This is an optimization exercise on Yosys and OpenROAD, whose aim is small area, not a production implementation.
Where RTL was checked, it was by simulation tests only, not by an equivalence proof against the original.
Power and IR drop assume default switching activity.

## the reference run
// pst_brain_v2
module pst_brain_v2 (
    input  wire        clk,
    input  wire        rst_n,
    input  wire [7:0]  cur0, cur1, cur2, cur3,
    output wire [7:0]  phase0, phase1, phase2, phase3,
    output wire [2:0]  winner,
    output wire [7:0]  winner_score,
    output wire [7:0]  winner_rel,
    output wire [7:0]  w_ab, w_ac, w_ad, w_bc, w_bd, w_cd,
    output wire [7:0]  seq_slot_A, seq_slot_B,
    output wire        seq_force_valid,
    output wire [7:0]  seq_force_pred,
    output wire [7:0]  pred_out,
    output wire [7:0]  pred_err,
    output wire        reward_out,
    output wire [2:0]  gamma_cnt,
    output wire        theta_tick,
    output wire        episode_last,
    output wire [2:0]  ep_winner,
    output wire [3:0]  ep_strength,
    output wire        ep_valid,
    output wire        exploit_mode,
    output wire        explore_mode,
    output wire [1:0]  confidence_level,
    output wire [2:0]  theta_cnt,
    output wire        delta_tick,
    output wire [2:0]  topic_winner,
    output wire [2:0]  topic_strength,
    output wire        topic_valid,
    output wire        err_explore
);
export LEC_CHECK = 0
export ABC_AREA = 1
export CAP_MARGIN = 20
export CORE_MARGIN = 2
export CORE_UTILIZATION = 40
export SLEW_MARGIN = 20
create_clock -name core_clock -period 40.0 [get_ports {clk}]
standard.sh (not shown) runs the stock make flow with config.mk's settings and CLKGATE_MAP_FILE= SYNTH_SCRIPT=/design/flow/synth_recipe.tcl, a recipe that flattens the netlist after the stock synthesis.
==> flow/flow/run.sh <==
#!/bin/bash
# Own layout flow: the standard layout (standard.sh, unchanged synthesis),
# with two layout choices changed:
#  - the port buffers that buffer_ports inserts use the smallest buffer cell
#  - the clock tree is built from clkbuf_8 clusters without dummy loads
# Each tool's output is kept in a log file in the work folder.
set -euo pipefail
export BUFFER_PORTS_ARGS="-buffer_cell sky130_fd_sc_hd__buf_1"
export CTS_ARGS="-sink_clustering_enable -repair_clock_nets -sink_clustering_size 10 -sink_clustering_max_diameter 50 -buf_list sky130_fd_sc_hd__clkbuf_4 -root_buf sky130_fd_sc_hd__clkbuf_16 -tree_buf sky130_fd_sc_hd__clkbuf_8 -sink_clustering_buffer sky130_fd_sc_hd__clkbuf_4 -dont_use_dummy_load"
bash standard.sh synth > synth.log 2>&1
bash standard.sh > layout.log 2>&1
The reference run was carried through to the last stage, and its layout satisfied the timing, design-rule and antenna checks.
## Diff of input files: the trial run against the reference run
--- a/flow/flow/run.sh
+++ b/flow/flow/run.sh
@@ -9 +9 @@
-export CTS_ARGS="-sink_clustering_enable -repair_clock_nets -sink_clustering_size 10 -sink_clustering_max_diameter 50 -buf_list sky130_fd_sc_hd__clkbuf_4 -root_buf sky130_fd_sc_hd__clkbuf_16 -tree_buf sky130_fd_sc_hd__clkbuf_8 -sink_clustering_buffer sky130_fd_sc_hd__clkbuf_4 -dont_use_dummy_load"
+export CTS_ARGS="-sink_clustering_enable -repair_clock_nets -sink_clustering_size 16 -sink_clustering_max_diameter 70 -buf_list sky130_fd_sc_hd__clkbuf_8 -dont_use_dummy_load"
--- outcome ---
The maximum clock frequency of the trial run is lower than that of the reference run. met3 track utilization from global routing sits lower in the trial run than in the reference run. Post-synthesis cell type count: the reference run vs the trial run identical. From the reference run to the trial run the numbers moved as follows: setup slack went down 52 ps; sequential cell area share held.

========
== the previous run ==
Another version of the RTL of pst_brain_v2 (not shown whole).
For scale: about 1,900 cells after synthesis, ~350 flip-flops, roughly 200 I/O pins, roughly 0.018 mm2 of cells after synthesis.
export LEC_CHECK = 0
export ABC_AREA = 1
export CAP_MARGIN = 20
export CORE_MARGIN = 2
export CORE_UTILIZATION = 35
export SLEW_MARGIN = 20
create_clock -name core_clock -period 40.0 [get_ports {clk}]
==> flow/flow/run.sh <==
#!/bin/bash
# Own layout flow: the standard layout (standard.sh, unchanged synthesis),
# with two layout choices changed:
#  - the port buffers that buffer_ports inserts use the smallest buffer cell
#  - the clock tree is built from clkbuf_8 clusters without dummy loads
# Each tool's output is kept in a log file in the work folder.
set -euo pipefail
export BUFFER_PORTS_ARGS="-buffer_cell sky130_fd_sc_hd__buf_1"
export CTS_ARGS="-sink_clustering_enable -repair_clock_nets -sink_clustering_size 22 -sink_clustering_max_diameter 60 -buf_list sky130_fd_sc_hd__clkbuf_8 -dont_use_dummy_load"
bash standard.sh synth > synth.log 2>&1
bash standard.sh > layout.log 2>&1
--- input diff the previous run..the current run ---
--- a/flow/flow/run.sh
+++ b/flow/flow/run.sh
@@ -9 +9 @@
-export CTS_ARGS="-sink_clustering_enable -repair_clock_nets -sink_clustering_size 22 -sink_clustering_max_diameter 60 -buf_list sky130_fd_sc_hd__clkbuf_8 -dont_use_dummy_load"
+export CTS_ARGS="-sink_clustering_enable -repair_clock_nets -sink_clustering_size 16 -sink_clustering_max_diameter 70 -buf_list sky130_fd_sc_hd__clkbuf_8 -dont_use_dummy_load"
==> run summary <==
The current run reached the final stage; the timing, design-rule and antenna checks on its layout passed. Compared with the previous run, in the current run shortest clock period the worst path allows after layout went up, clock power went down, final cell area excluding filler cells went down, transition time at the pin with the least slew margin went up. Taking the previous run as the reference, in the current run total CTS buffers now smaller, proportion of final cell area spent on non-clock buffers comparable.

========
Another version of the RTL of pst_brain_v2 (not shown whole).
Size: about 200 I/O pins.
export LEC_CHECK = 0
export ABC_AREA = 1
export CAP_MARGIN = 20
export CORE_MARGIN = 2
export CORE_UTILIZATION = 40
export SLEW_MARGIN = 20
create_clock -name core_clock -period 40.0 [get_ports {clk}]
==> flow/flow/run.sh <==
#!/bin/bash
# Own layout flow: the standard layout (standard.sh, unchanged synthesis),
# with two layout choices changed:
#  - the port buffers that buffer_ports inserts use the smallest buffer cell
#  - the clock tree is built from clkbuf_4 clusters without dummy loads
# Each tool's output is kept in a log file in the work folder.
set -euo pipefail
export BUFFER_PORTS_ARGS="-buffer_cell sky130_fd_sc_hd__buf_1"
export CTS_ARGS="-sink_clustering_enable -repair_clock_nets -sink_clustering_size 12 -sink_clustering_max_diameter 60 -buf_list sky130_fd_sc_hd__clkbuf_8 -dont_use_dummy_load"
bash standard.sh synth > synth.log 2>&1
bash standard.sh > layout.log 2>&1
The baseline completed with no timing, DRC or antenna violations.
==> next run, changes <==
--- a/flow/flow/run.sh
+++ b/flow/flow/run.sh
@@ -9 +9 @@
-export CTS_ARGS="-sink_clustering_enable -repair_clock_nets -sink_clustering_size 12 -sink_clustering_max_diameter 60 -buf_list sky130_fd_sc_hd__clkbuf_8 -dont_use_dummy_load"
+export CTS_ARGS="-sink_clustering_enable -repair_clock_nets -sink_clustering_size 12 -sink_clustering_max_diameter 60 -buf_list \"sky130_fd_sc_hd__clkbuf_4 sky130_fd_sc_hd__clkbuf_8\" -root_buf sky130_fd_sc_hd__clkbuf_16 -tree_buf sky130_fd_sc_hd__clkbuf_8 -dont_use_dummy_load"
The new run passed the timing, design-rule and antenna checks.
Hold slack stays flat.
Die area stays the same.
Clock power rose by about 5%.
Maximum frequency is higher by about 0.56%.
Combinational power barely changes.
First-iteration DRC count climbs by about 0.35%.
Wire length is about the same.
Critical path depth does not change.
No functional check of the RTL was part of any run of this note.

========
pst_brain_v2, a different RTL version from the one above (not shown whole).
Size in the first run: about 2,000 cells after synthesis, roughly 200 I/O pins, roughly 19,000 um2 of cells after synthesis.
export LEC_CHECK = 0
export ABC_AREA = 1
export CAP_MARGIN = 20
export CORE_MARGIN = 2
export CORE_UTILIZATION = 28
export SLEW_MARGIN = 20
create_clock -name core_clock -period 40.0 [get_ports {clk}]
==> flow/flow/run.sh <==
#!/bin/bash
# Own layout flow: the standard layout (standard.sh, unchanged synthesis),
# with two layout choices changed:
#  - the port buffers that buffer_ports inserts use the smallest buffer cell
#  - the clock tree is built from clkbuf_8 clusters without dummy loads
# Each tool's output is kept in a log file in the work folder.
set -euo pipefail
export BUFFER_PORTS_ARGS="-buffer_cell sky130_fd_sc_hd__buf_1"
export CTS_ARGS="-sink_clustering_enable -repair_clock_nets -sink_clustering_size 16 -sink_clustering_max_diameter 70 -buf_list sky130_fd_sc_hd__clkbuf_8 -dont_use_dummy_load"
bash standard.sh synth > synth.log 2>&1
bash standard.sh > layout.log 2>&1
Next try:
CORE_UTILIZATION = 35   (was 28)
Result: The new run completed without violations; combinational power stays flat; wire length went down by 1.2%; global-route usage went up by 3.8 points; utilization went up by 7.8 points; clock power barely changes; power went up by 0.46%; count of clock-buffer cells in the layout went up by 1; area after synthesis does not change; cell count went down by 6.1%; cell area went down by 1.1%; hold slack degrades by 0.026 ns.

========
pst_brain_v2, a different RTL version from the one above (not shown whole).
Size: about 2200 cells after synthesis, ~340 flip-flops, ~200 I/O pins.
## pst_brain_v2
module pst_brain_v2 (
    input  wire        clk,
    input  wire        rst_n,
    input  wire [7:0]  cur0, cur1, cur2, cur3,
    output wire [7:0]  phase0, phase1, phase2, phase3,
    output wire [2:0]  winner,
    output wire [7:0]  winner_score,
    output wire [7:0]  winner_rel,
    output wire [7:0]  w_ab, w_ac, w_ad, w_bc, w_bd, w_cd,
    output wire [7:0]  seq_slot_A, seq_slot_B,
    output wire        seq_force_valid,
    output wire [7:0]  seq_force_pred,
    output wire [7:0]  pred_out,
    output wire [7:0]  pred_err,
    output wire        reward_out,
    output wire [2:0]  gamma_cnt,
    output wire        theta_tick,
    output wire        episode_last,
    output wire [2:0]  ep_winner,
    output wire [3:0]  ep_strength,
    output wire        ep_valid,
    output wire        exploit_mode,
    output wire        explore_mode,
    output wire [1:0]  confidence_level,
    output wire [2:0]  theta_cnt,
    output wire        delta_tick,
    output wire [2:0]  topic_winner,
    output wire [2:0]  topic_strength,
    output wire        topic_valid,
    output wire        err_explore
);
clock: 40.0 ns
lec_check: 0
abc_area: 1
cap_margin: 20
core_margin: 2
core_utilization: 40
cts_buf_list: sky130_fd_sc_hd__clkbuf_4
cts_cluster_size: 30
slew_margin: 20
run.sh (not shown) runs the stock make flow with config.mk's settings and CLKGATE_MAP_FILE= SYNTH_SCRIPT=/design/flow/synth_recipe.tcl, a recipe that flattens the netlist after the stock synthesis.
Stock flow here: none of the scripts above is used.
Rerun with:
--- a/flow/config.mk
+++ b/flow/config.mk
@@ -10,5 +10,4 @@
 export CORE_MARGIN = 2
 export CORE_UTILIZATION = 40
-export CTS_BUF_LIST = sky130_fd_sc_hd__clkbuf_4
-export CTS_CLUSTER_SIZE = 30
+export CTS_BUF_LIST = sky130_fd_sc_hd__clkbuf_2
 export SLEW_MARGIN = 20
What happened: The new run completed with no timing, DRC or antenna violations; area after synthesis stays the same; worst setup slack got worse by 0.11 ns; final cell count hardly moves; power goes down by a little under a tenth.
Function was not checked in any run of this note: the RTL went through the layout flow alone.

========
before:
pst_brain_v2, a different RTL version from the one above (not shown whole).
Size: roughly 1900 cells after synthesis, ~200 I/O pins, about 18000 µm² of cells after synthesis.
clock: 40.0 ns
lec_check: 0
abc_area: 1
cap_margin: 20
core_margin: 2
core_utilization: 35
slew_margin: 20
standard.sh (not shown) runs the stock make flow with config.mk's settings and CLKGATE_MAP_FILE= SYNTH_SCRIPT=/design/flow/synth_recipe.tcl, a recipe that flattens the netlist after the stock synthesis.
==> flow/flow/run.sh <==
#!/bin/bash
# Own layout flow: the standard layout (standard.sh, unchanged synthesis),
# with two layout choices changed:
#  - the port buffers that buffer_ports inserts use the smallest buffer cell
#  - the clock tree is built from clkbuf_8 clusters without dummy loads
# Each tool's output is kept in a log file in the work folder.
set -euo pipefail
export BUFFER_PORTS_ARGS="-buffer_cell sky130_fd_sc_hd__buf_1"
export CTS_ARGS="-sink_clustering_enable -repair_clock_nets -sink_clustering_size 24 -sink_clustering_max_diameter 80 -buf_list sky130_fd_sc_hd__clkbuf_16 -dont_use_dummy_load"
bash standard.sh synth > synth.log 2>&1
bash standard.sh > layout.log 2>&1
before finished every stage and its layout cleared the timing, design-rule and antenna checks.
Modified inputs, after compared to before
--- a/flow/flow/run.sh
+++ b/flow/flow/run.sh
@@ -7,5 +7,5 @@
 set -euo pipefail
 export BUFFER_PORTS_ARGS="-buffer_cell sky130_fd_sc_hd__buf_1"
-export CTS_ARGS="-sink_clustering_enable -repair_clock_nets -sink_clustering_size 24 -sink_clustering_max_diameter 80 -buf_list sky130_fd_sc_hd__clkbuf_16 -dont_use_dummy_load"
+export CTS_ARGS="-sink_clustering_enable -repair_clock_nets -sink_clustering_size 16 -sink_clustering_max_diameter 70 -buf_list sky130_fd_sc_hd__clkbuf_8 -dont_use_dummy_load"
 bash standard.sh synth > synth.log 2>&1
 bash standard.sh > layout.log 2>&1
Both conditions hold for after: the flow ran to the end and the final layout passed the timing, design-rule and antenna checks. after against before: clock power decreased by about 22% relative to the old numbers, relative contribution of combinational cells to total power up 0.8 points, final design instance area without fill shrank by 1.2%.

========
pst_brain_v2, a different RTL version from the one above (not shown whole).
Size in the first run: about 340 flip-flops, roughly 200 I/O pins, ~0.020 mm^2 of cells after synthesis.
// pst_brain_v2
module pst_brain_v2 (
    input  wire        clk,
    input  wire        rst_n,
    input  wire [7:0]  cur0, cur1, cur2, cur3,
    output wire [7:0]  phase0, phase1, phase2, phase3,
    output wire [2:0]  winner,
    output wire [7:0]  winner_score,
    output wire [7:0]  winner_rel,
    output wire [7:0]  w_ab, w_ac, w_ad, w_bc, w_bd, w_cd,
    output wire [7:0]  seq_slot_A, seq_slot_B,
    output wire        seq_force_valid,
    output wire [7:0]  seq_force_pred,
    output wire [7:0]  pred_out,
    output wire [7:0]  pred_err,
    output wire        reward_out,
    output wire [2:0]  gamma_cnt,
    output wire        theta_tick,
    output wire        episode_last,
    output wire [2:0]  ep_winner,
    output wire [3:0]  ep_strength,
    output wire        ep_valid,
    output wire        exploit_mode,
    output wire        explore_mode,
    output wire [1:0]  confidence_level,
    output wire [2:0]  theta_cnt,
    output wire        delta_tick,
    output wire [2:0]  topic_winner,
    output wire [2:0]  topic_strength,
    output wire        topic_valid,
    output wire        err_explore
);
==> flow/config.mk <==
export PLATFORM = sky130hd
export DESIGN_NAME = pst_brain_v2
export DESIGN_NICKNAME = pst_brain_v2
export VERILOG_FILES = /design/flow/design.v
export SDC_FILE = /design/flow/constraint.sdc
export NUM_CORES = 4
export LEC_CHECK = 0
export ABC_AREA = 1
export CAP_MARGIN = 20
export CORE_MARGIN = 2
export CORE_UTILIZATION = 40
export SLEW_MARGIN = 20
==> flow/constraint.sdc <==
create_clock -name core_clock -period 40.0 [get_ports {clk}]
set_input_delay 8.0000 -clock core_clock [delete_from_list [all_inputs] [get_ports {clk}]]
set_output_delay 8.0000 -clock core_clock [all_outputs]
set_load 0.01 [all_outputs]
==> flow/flow/run.sh <==
#!/bin/bash
# Own layout flow: the standard layout (standard.sh, unchanged synthesis),
# with two layout choices changed:
#  - the port buffers that buffer_ports inserts use the smallest buffer cell
#  - the clock tree is built from clkbuf_8 clusters without dummy loads
# Each tool's output is kept in a log file in the work folder.
set -euo pipefail
export BUFFER_PORTS_ARGS="-buffer_cell sky130_fd_sc_hd__buf_1"
export CTS_ARGS="-sink_clustering_enable -repair_clock_nets -sink_clustering_size 12 -sink_clustering_max_diameter 60 -buf_list sky130_fd_sc_hd__clkbuf_8 -dont_use_dummy_load"
bash standard.sh synth > synth.log 2>&1
bash standard.sh > layout.log 2>&1
The baseline finished clean.
Change:
--- a/flow/flow/run.sh
+++ b/flow/flow/run.sh
@@ -7,5 +7,5 @@
 set -euo pipefail
 export BUFFER_PORTS_ARGS="-buffer_cell sky130_fd_sc_hd__buf_1"
-export CTS_ARGS="-sink_clustering_enable -repair_clock_nets -sink_clustering_size 12 -sink_clustering_max_diameter 60 -buf_list sky130_fd_sc_hd__clkbuf_8 -dont_use_dummy_load"
+export CTS_ARGS="-sink_clustering_enable -repair_clock_nets -sink_clustering_size 16 -sink_clustering_max_diameter 70 -buf_list sky130_fd_sc_hd__clkbuf_8 -dont_use_dummy_load"
 bash standard.sh synth > synth.log 2>&1
 bash standard.sh > layout.log 2>&1
After rerunning: Worst setup slack gets better by 0.062 ns. Wire length is lower by 0.53%. Utilization is lower by 0.28 points. Die area stays the same. Clock power is lower by 14%. Final cell count is lower by 0.35%. Count of clock-buffer cells in the layout is lower by 10.

[re-timing with driven ports]
How much do the figures lean on ideal ports? The routed layouts below were timed once more, with nothing changed but the port constraints.
Step 1, drivers: a clkbuf_16 drives clk and a buf_2 each remaining input, both assumed.
Step 2 moves the port delays by t, midway between the first and last clock arrival at a register: inputs arrive t later, outputs are due t later. That takes back most of the time a late clock gives input paths.
a / b / c = ideal ports / drivers / drivers and shift; a / b = the first two.
run	shift t [ns]	slack for setup (ns)	worst slew at a driven data input, ns	cell pins on the clock port's net
the reference run	0.582	28.976 / 28.976 / 28.898	0.06	1
the trial run	0.672	28.924 / 28.924 / 28.883	0.06	1
the previous run	0.638	28.490 / 28.490 / 28.490	0.06	1
the current run	0.662	28.440 / 28.440 / 28.440	0.05	1
the first run of note 3	0.644	28.112 / 28.112 / 28.112	0.06	1
the second run of note 3	0.571	28.177 / 28.177 / 28.177	0.06	1
the first run of note 4	0.681	28.916 / 28.916 / 28.751	0.05	1
the second run of note 4	0.680	28.706 / 28.706 / 28.706	0.06	1
the first run of note 5	0.891	28.836 / 28.836 / 28.426	0.06	1
the second run of note 5	1.115	28.729 / 28.675 / 28.465	0.07	1
before	0.609	28.680 / 28.680 / 28.493	0.07	1
after	0.673	28.681 / 28.681 / 28.503	0.07	1
the first run of note 7	0.632	28.187 / 28.187 / 28.187	0.05	1
the second run of note 7	0.673	28.249 / 28.249 / 28.249	0.06	1
After both steps setup and hold are still met in every run listed. For the first run of note 5, which loses most, drivers alone change the setup slack by 0.000 ns; drivers and shift together by -0.410 ns.
